Background: an optimization exercise with open tools, aiming at small area. Do not read the settings as production practice.
In this exercise RTL edits were held to simulation tests only and were not proved equivalent to the original.
The clock port is modelled as an ideal driver; clocking choices that lean on that would not hold on a real chip.
Power is estimated from default activity; no workload was simulated.

==> 10-27 <==
Design can_node, start of the top module:
module can_node (
    input  wire        clk,
    input  wire        rst,
    input  wire        tx_sig,
    output wire        tx_can_tx,
    output wire        tx_rst_n,
    output wire        tx_led,
    output wire [14:0] tx_crc_reg,
    output wire [3:0]  tx_dlc,
    output wire [10:0] tx_id,
    output wire [3:0]  tx_current_state,
    output wire [15:0] tx_bit_counter,
    output wire [63:0] tx_data,
    output wire        tx_send_frame,
    output wire        tx_sending_frame,
    output wire        tx_idle,
    input  wire        rx_can_rx_buf,
    output wire        rx_SOF_detected,
    output wire        rx_receiving_frame,
    output wire        rx_can_rx,
    output wire [10:0] rx_id_rx,
    output wire [3:0]  rx_dlc_rx,
    output wire [63:0] rx_crc_rx,
    output wire [63:0] rx_data_rx,
    output wire [3:0]  rx_current_state,
    output wire [31:0] rx_state_ascii,
    output wire        rx_red,
    output wire        rx_green,
    output wire        rx_blue,
    output wire        rx_debug_led,
    output wire [15:0] rx_bit_counter,
    output wire        rx_frame_valid
);
    localparam [3:0] IDLE = 0, SOF = 1, ID_STATE = 2, RTR = 3, IDE = 4, R0 = 5,
                     DLC_STATE = 6, DATA_STATE = 7, CRC_STATE = 8, DEL1 = 9,
                     ACK_STATE = 10, DEL2 = 11, EOF_STATE = 12;
    localparam [63:0] DATA_C = 64'hAABBCCDDEEFF0001;
    reg       tx_sf_q;      
    reg       tx_idv;       
  ...
export LEC_CHECK = 0
export CAP_MARGIN = 10
export CORE_MARGIN = 2
export CORE_UTILIZATION = 75
export GPL_TIMING_DRIVEN = 0
export SLEW_MARGIN = 10
create_clock -name core_clock -period 7.0 [get_ports {clk}]
standard.sh (not shown) runs the stock make flow with config.mk's settings and CLKGATE_MAP_FILE= SYNTH_SCRIPT=/design/flow/synth_recipe.tcl, a recipe that flattens the netlist after the stock synthesis.
==> flow/flow/run.sh <==
#!/bin/bash
# Layout flow: the standard ORFS flow (standard.sh) with
#  * the standard synthesis's combinational logic re-mapped by ABC for area
#    (registers untouched: same instances, names and cell types): sixteen ABC
#    runs (deep synthesis with different seeds and pre-passes), and the
#    smallest result that Yosys proves
#    equivalent to the standard netlist is used (else the standard netlist),
#  * buf_1 port buffers,
#  * a clock tree of clkbuf_4 (about 8 flip-flops each), no dummy loads,
#  * the constant outputs buffered from a few shared tie cells,
#  * placement not timing-driven (the clock has slack to spare), so the
#    buffers it would add are not needed; the buffer removal it does first
#    is done by a hook.
# Logs: flow_make_synth.log / flow_make.log (make), flow_reabc_N.log and
# flow_eqcheck_N.log (Yosys), and each ORFS step's own log under orfs/logs/.
set -euo pipefail
here=$(pwd)
res=$here/orfs/results/$FLOW_PLATFORM/can_node/base
lib=$FLOW_HOME/platforms/$FLOW_PLATFORM/lib/sky130_fd_sc_hd__tt_025C_1v80.lib

bash standard.sh synth > flow_make_synth.log 2>&1
cp $res/1_2_yosys.v $here/flow_synth_standard.v

for n in $(seq 1 16); do
  ( REABC_LIB=$lib \
    REABC_IN=$here/flow_synth_standard.v \
    REABC_OUT=$here/flow_synth_reabc_$n.v \
    REABC_SCRIPT=$here/flow/reabc_$n.abc \
    REABC_STAT=$here/flow_reabc_stat_$n.txt \
      timeout 900 yosys -c $here/flow/reabc.tcl > flow_reabc_$n.log 2>&1 || true ) &
  # four at a time (the flow has four CPUs)
  if (( n % 4 == 0 )); then wait; fi
done
wait

# candidates, smallest first
cands=$(for n in $(seq 1 16); do
  a=$(grep -s "Chip area" $here/flow_reabc_stat_$n.txt | awk '{print $NF}')
  [[ -n "$a" && -s $here/flow_synth_reabc_$n.v ]] && echo "$a $n"
done | sort -g | awk '{print $2}')
echo "candidates (smallest first): $cands" > flow_reabc_choice.log
for n in $cands; do
  sed -e "s#@LIB@#$lib#" -e "s#@A@#$here/flow_synth_standard.v#" \
      -e "s#@B@#$here/flow_synth_reabc_$n.v#" -e "s#@TOP@#$FLOW_TOP#" \
      $here/flow/eqcheck.ys.in > $here/flow_eqcheck_$n.ys
  if timeout 900 yosys $here/flow_eqcheck_$n.ys > flow_eqcheck_$n.log 2>&1; then
    echo "using re-mapped netlist $n (proven equivalent)" >> flow_reabc_choice.log
    cp $here/flow_synth_reabc_$n.v $res/1_2_yosys.v
    rm -f $res/1_synth.odb
    break
  fi
  echo "netlist $n: equivalence not proven" >> flow_reabc_choice.log
done

export BUFFER_PORTS_ARGS="-buffer_cell sky130_fd_sc_hd__buf_1"
export CTS_ARGS="-sink_clustering_enable -repair_clock_nets -buf_list sky130_fd_sc_hd__${MY_CTS_BUF:-clkbuf_4} -dont_use_dummy_load"
export PRE_CTS_TCL=$here/flow/cts_pre.tcl
export POST_CTS_TCL=$here/flow/cts_post.tcl
export PRE_GLOBAL_PLACE_TCL=$here/flow/gpl_pre.tcl
export POST_GLOBAL_PLACE_TCL=$here/flow/ties.tcl
bash standard.sh > flow_make.log 2>&1
==> flow/flow/cts_post.tcl <==
# POST_CTS hook: lift the fanout limit again before the constraints are
# saved, and give the clock buffers whose loads see the slowest clock edges
# (placement estimate above 105 ps) a stronger clkbuf_8.
set_max_fanout 10000 [current_design]
set_propagated_clock [all_clocks]
estimate_parasitics -placement
set upsized 0
foreach inst [get_cells *] {
  if {[get_property $inst ref_name] ne "sky130_fd_sc_hd__clkbuf_4"} continue
  set worst 0
  foreach opin [get_pins -of_objects $inst -filter "direction == output"] {
    foreach p [get_pins -of_objects [get_nets -of_objects $opin] -filter "direction == input"] {
      foreach e {rise fall} {
        set s [get_property $p slew_max_$e]
        if {$s > $worst} { set worst $s }
      }
    }
  }
  if {$worst > 0.105} {
    replace_cell $inst sky130_fd_sc_hd__clkbuf_8
    incr upsized
  }
}
puts "cts_post.tcl: $upsized clock buffers upsized to clkbuf_8"
if {$upsized} {
  detailed_placement
  estimate_parasitics -placement
}
==> flow/flow/reabc_10.abc <==
&get -n
&st
&synch2
&deepsyn -T 60 -S 2
&put
dch -f
amap
==> flow/flow/reabc_11.abc <==
&get -n
&st
&synch2
&deepsyn -T 60 -S 3
&put
dch -f
amap
==> flow/flow/reabc_12.abc <==
&get -n
&st
&synch2
&deepsyn -T 60 -S 4
&put
dch -f
amap
==> flow/flow/reabc_13.abc <==
&get -n
&st
&syn3
&deepsyn -T 60 -S 1
&put
dch -f
amap
==> flow/flow/reabc_14.abc <==
&get -n
&st
&syn3
&deepsyn -T 60 -S 2
&put
dch -f
amap
==> flow/flow/reabc_15.abc <==
&get -n
&st
&syn3
&deepsyn -T 60 -S 3
&put
dch -f
amap
==> flow/flow/reabc_16.abc <==
&get -n
&st
&syn3
&deepsyn -T 60 -S 4
&put
dch -f
amap
==> flow/flow/reabc_9.abc <==
&get -n
&st
&synch2
&deepsyn -T 60 -S 1
&put
dch -f
amap
==> flow/flow/ties.tcl <==
# POST_GLOBAL_PLACE hook: the constant outputs.  The standard flow gives each
# constant output port its own tie cell and no buffer.  Here each such port
# gets a buf_1 port buffer instead (in the tie cell's place), and the buffers
# of up to tie_group neighbouring ports share one tie cell.
set tie_group 40
set block [ord::get_db_block]
set db [ord::get_db]
set buf_master [$db findMaster sky130_fd_sc_hd__buf_1]
set tie_master [$db findMaster sky130_fd_sc_hd__conb_1]
set die [$block getDieArea]
set W [expr {[$die xMax] - [$die xMin]}]
set H [expr {[$die yMax] - [$die yMin]}]

# constant output ports: port net driven by a conb_1 pin that drives nothing else
set consts {}
foreach bterm [$block getBTerms] {
  if {[$bterm getIoType] ne "OUTPUT"} continue
  set net [$bterm getNet]
  if {$net eq "NULL" || [$net getSigType] ne "SIGNAL"} continue
  set its [$net getITerms]
  if {[llength $its] != 1 || [llength [$net getBTerms]] != 1} continue
  set it [lindex $its 0]
  set inst [$it getInst]
  if {[[$inst getMaster] getName] ne "sky130_fd_sc_hd__conb_1"} continue
  set bb [$bterm getBBox]
  set x [expr {([$bb xMin] + [$bb xMax]) / 2}]
  set y [expr {([$bb yMin] + [$bb yMax]) / 2}]
  # position along the die's edge, counter-clockwise from the lower left
  if {$y <= [$die yMin] + 1000} {
    set t $x
  } elseif {$x >= [$die xMax] - 1000} {
    set t [expr {$W + $y}]
  } elseif {$y >= [$die yMax] - 1000} {
    set t [expr {$W + $H + ($W - $x)}]
  } else {
    set t [expr {2 * $W + $H + ($H - $y)}]
  }
  lappend consts [list $t [[$it getMTerm] getName] $bterm $net $inst]
}
puts "ties.tcl: [llength $consts] constant output ports"

set n_tie 0
set n_buf 0
foreach value {LO HI} {
  set ports {}
  foreach c [lsort -integer -index 0 $consts] {
    if {[lindex $c 1] eq $value} { lappend ports $c }
  }
  set ngroups [expr {([llength $ports] + $tie_group - 1) / $tie_group}]
  for {set g 0} {$g < $ngroups} {incr g} {
    # spread the ports evenly over the groups
    set lo [expr {$g * [llength $ports] / $ngroups}]
    set hi [expr {($g + 1) * [llength $ports] / $ngroups - 1}]
    set tnet [odb::dbNet_create $block "tie_${value}_net_$g"]
    set tie [odb::dbInst_create $block $tie_master "tie_${value}_$g"]
    [$tie findITerm $value] connect $tnet
    set sx 0
    set sy 0
    set k 0
    foreach c [lrange $ports $lo $hi] {
      lassign $c t v bterm net old
      lassign [$old getLocation] ox oy
      [$old findITerm $value] disconnect
      odb::dbInst_destroy $old
      set b [odb::dbInst_create $block $buf_master "tiebuf_${value}_${g}_$k"]
      [$b findITerm A] connect $tnet
      [$b findITerm X] connect $net
      $b setLocation $ox $oy
      $b setPlacementStatus PLACED
      set sx [expr {$sx + $ox}]
      set sy [expr {$sy + $oy}]
      incr k
      incr n_buf
    }
    $tie setLocation [expr {$sx / $k}] [expr {$sy / $k}]
    $tie setPlacementStatus PLACED
    incr n_tie
  }
}
puts "ties.tcl: $n_buf port buffers on $n_tie shared tie cells"
Other scripts of this flow, unchanged in this note and not shown: flow/flow/cts_pre.tcl, flow/flow/eqcheck.ys.in, flow/flow/gpl_pre.tcl, flow/flow/reabc.tcl, flow/flow/reabc_1.abc, flow/flow/reabc_2.abc, flow/flow/reabc_3.abc, flow/flow/reabc_4.abc, flow/flow/reabc_5.abc, flow/flow/reabc_6.abc, flow/flow/reabc_7.abc, flow/flow/reabc_8.abc
==> 10-24: changes against 10-27 <==
--- a/flow/design.v
+++ b/flow/design.v
@@ -172,18 +172,17 @@
     wire rx_inc = ~rst & ((rx_wait & ~rx_end & (rx_can_rx_buf | ~rx_s_eof)) | rx_idle_cap);
     wire rx_hold = ~rst & ((rx_s_eof & ~rx_end & ~rx_can_rx_buf) | (rx_s_idle & ~rx_idle_cap));
     wire [15:0] rx_bc1 = rx_bc + 16'd1;
     always @(posedge clk) begin
         if (rst)
             rx_st <= IDLE;
         else if (rx_adv)
             rx_st <= rx_s_idle ? ID_STATE : rx_s_eof ? IDLE : rx_st + 4'd1;
-        rx_bc <= {{9{~rst}} & rx_bc1[15:7], {7{rx_inc}} & rx_bc1[6:0]} |
-                 {13'd0, {3{rx_hold}} & rx_bc[2:0]} |
+        rx_bc <= ({16{rx_inc}} & rx_bc1) | {13'd0, {3{rx_hold}} & rx_bc[2:0]} |
                  {15'd0, ~rst & rx_end_dlc};
         rx_sof_q <= ~rst & ((rx_s_idle & ~rx_can_rx_buf) | (rx_sof_q & ~rx_end_eof));
         rx_done <= ~rst & (rx_done | rx_end_eof);
     end
     wire rx_eof_clr = rx_s_eof & rx_bc[2] & ~rx_bc[1] & ~rx_bc[0];
     wire rx_clr = rst | rx_eof_clr;
     wire rx_x_clr = rx_can_rx_buf & ~rx_clr;
     genvar g;
@@ -210,17 +209,17 @@
         for (g = 0; g < 4; g = g + 1) begin : g_dlc
             assign rx_dlc_en[g] = (rx_clr | rx_s_dlc) & rx_id_lo[3 - g];
         end
     endgenerate
     wire [7:0] rx_d_hi, rx_d_lo;
     generate
         for (g = 0; g < 8; g = g + 1) begin : g_dpre
             assign rx_d_hi[g] = rst | (rx_d_wr & (rx_didx[5:3] == g));
-            assign rx_d_lo[g] = (rst | (rx_bc[2] == ((((8 - g) % 8) >> 2) & 1))) & rx_id_lo[((8 - g) % 8) & 3];
+            assign rx_d_lo[g] = rst | (rx_didx[2:0] == g);
         end
     endgenerate
     wire [63:0] rx_d_en;
     generate
         for (g = 0; g < 64; g = g + 1) begin : g_den
             assign rx_d_en[g] = rx_d_hi[g / 8] & rx_d_lo[g % 8];
         end
     endgenerate
--- a/flow/flow/run.sh
+++ b/flow/flow/run.sh
@@ -1,14 +1,13 @@
 #!/bin/bash
 # Layout flow: the standard ORFS flow (standard.sh) with
 #  * the standard synthesis's combinational logic re-mapped by ABC for area
-#    (registers untouched: same instances, names and cell types): sixteen ABC
-#    runs (deep synthesis with different seeds and pre-passes), and the
-#    smallest result that Yosys proves
+#    (registers untouched: same instances, names and cell types): eight ABC
+#    runs with different seeds, and the smallest result that Yosys proves
 #    equivalent to the standard netlist is used (else the standard netlist),
 #  * buf_1 port buffers,
 #  * a clock tree of clkbuf_4 (about 8 flip-flops each), no dummy loads,
 #  * the constant outputs buffered from a few shared tie cells,
 #  * placement not timing-driven (the clock has slack to spare), so the
 #    buffers it would add are not needed; the buffer removal it does first
 #    is done by a hook.
 # Logs: flow_make_synth.log / flow_make.log (make), flow_reabc_N.log and
@@ -16,30 +15,30 @@
 set -euo pipefail
 here=$(pwd)
 res=$here/orfs/results/$FLOW_PLATFORM/can_node/base
 lib=$FLOW_HOME/platforms/$FLOW_PLATFORM/lib/sky130_fd_sc_hd__tt_025C_1v80.lib
 
 bash standard.sh synth > flow_make_synth.log 2>&1
 cp $res/1_2_yosys.v $here/flow_synth_standard.v
 
-for n in $(seq 1 16); do
+for n in 1 2 3 4 5 6 7 8; do
   ( REABC_LIB=$lib \
     REABC_IN=$here/flow_synth_standard.v \
     REABC_OUT=$here/flow_synth_reabc_$n.v \
     REABC_SCRIPT=$here/flow/reabc_$n.abc \
     REABC_STAT=$here/flow_reabc_stat_$n.txt \
       timeout 900 yosys -c $here/flow/reabc.tcl > flow_reabc_$n.log 2>&1 || true ) &
   # four at a time (the flow has four CPUs)
-  if (( n % 4 == 0 )); then wait; fi
+  if [[ $n == 4 ]]; then wait; fi
 done
 wait
 
 # candidates, smallest first
-cands=$(for n in $(seq 1 16); do
+cands=$(for n in 1 2 3 4 5 6 7 8; do
   a=$(grep -s "Chip area" $here/flow_reabc_stat_$n.txt | awk '{print $NF}')
   [[ -n "$a" && -s $here/flow_synth_reabc_$n.v ]] && echo "$a $n"
 done | sort -g | awk '{print $2}')
 echo "candidates (smallest first): $cands" > flow_reabc_choice.log
 for n in $cands; do
   sed -e "s#@LIB@#$lib#" -e "s#@A@#$here/flow_synth_standard.v#" \
       -e "s#@B@#$here/flow_synth_reabc_$n.v#" -e "s#@TOP@#$FLOW_TOP#" \
       $here/flow/eqcheck.ys.in > $here/flow_eqcheck_$n.ys
==> flow/flow/cts_post.tcl (replaced) <==
# POST_CTS hook: lift the fanout limit again before the constraints are
# saved, and give the clock buffers whose loads see the slowest clock edges
# (placement estimate above 100 ps) a stronger clkbuf_8.
set_max_fanout 10000 [current_design]
set_propagated_clock [all_clocks]
estimate_parasitics -placement
set upsized 0
foreach inst [get_cells *] {
  if {[get_property $inst ref_name] ne "sky130_fd_sc_hd__clkbuf_4"} continue
  set worst 0
  foreach opin [get_pins -of_objects $inst -filter "direction == output"] {
    foreach p [get_pins -of_objects [get_nets -of_objects $opin] -filter "direction == input"] {
      foreach e {rise fall} {
        set s [get_property $p slew_max_$e]
        if {$s > $worst} { set worst $s }
      }
    }
  }
  if {$worst > 0.100} {
    replace_cell $inst sky130_fd_sc_hd__clkbuf_8
    incr upsized
  }
}
puts "cts_post.tcl: $upsized clock buffers upsized to clkbuf_8"
if {$upsized} {
  detailed_placement
  estimate_parasitics -placement
}
--- a/flow/flow/ties.tcl
+++ b/flow/flow/ties.tcl
@@ -1,13 +1,13 @@
 # POST_GLOBAL_PLACE hook: the constant outputs.  The standard flow gives each
 # constant output port its own tie cell and no buffer.  Here each such port
 # gets a buf_1 port buffer instead (in the tie cell's place), and the buffers
-# of up to tie_group neighbouring ports share one tie cell.
-set tie_group 40
+# of up to TIE_GROUP neighbouring ports share one tie cell.
+set tie_group 16
 set block [ord::get_db_block]
 set db [ord::get_db]
 set buf_master [$db findMaster sky130_fd_sc_hd__buf_1]
 set tie_master [$db findMaster sky130_fd_sc_hd__conb_1]
 set die [$block getDieArea]
 set W [expr {[$die xMax] - [$die xMin]}]
 set H [expr {[$die yMax] - [$die yMin]}]
 
CAP_MARGIN = 20   (was 10)
SLEW_MARGIN = 20   (was 10)
removed: flow/flow/reabc_10.abc
removed: flow/flow/reabc_11.abc
removed: flow/flow/reabc_12.abc
removed: flow/flow/reabc_13.abc
removed: flow/flow/reabc_14.abc
removed: flow/flow/reabc_15.abc
removed: flow/flow/reabc_16.abc
removed: flow/flow/reabc_9.abc
==> summary of the runs <==
Against 10-24, the via count of 10-27 is smaller by 1.9%. Between 10-24 and 10-27, the lower final cell count is in 10-27 (gap 1.5%, measured against 10-27). Of 10-27 and 10-24, 10-24 has the higher routed wire length (gap about 5%, measured against 10-24). Of 10-24 and 10-27, 10-24 has the higher utilization (gap 1.1 points). Between 10-27 and 10-24, the lower register-to-register slack is in 10-27 (gap 0.45 ns). Power: 10-24 is higher than 10-27 (about 19%). Between 10-24 and 10-27, the lower worst setup slack is in 10-27 (gap 0.21 ns). Between 10-27 and 10-24, the lower sequential share of layout area is in 10-24 (gap 0.71 points). Against 10-27, the design area of 10-24 is higher by 1.4%. Of 10-27 and 10-24, 10-27 has the higher clock skew (gap 0.00056 ns).

==> port drivers added, routing unchanged <==
The flow's constraints put no driver on any port. The routed layouts listed below were extracted and timed again, unchanged, in two steps. Step 1 sets driving cells, clkbuf_16 on the clock port and buf_2 on the other inputs (assumed; they add their load-dependent delay and slew). Step 2 times the ports against the registers' clock, not the clock port: input delays grow and output delays shrink by t, the midpoint of the rising clock arrivals with the driver on. Three values: ideal ports, drivers, drivers and shift; two values: the first two.
run	t, ns	slack for setup (ns)	worst setup path at the end
10-27	0.414	2.855 / 2.855 / 2.778	input to register
10-24	0.418	3.062 / 3.030 / 3.201	input to register
After both steps setup and hold are still met in every run listed. For 10-27, which loses most, drivers alone change the setup slack by 0.000 ns; drivers and shift together by -0.077 ns.
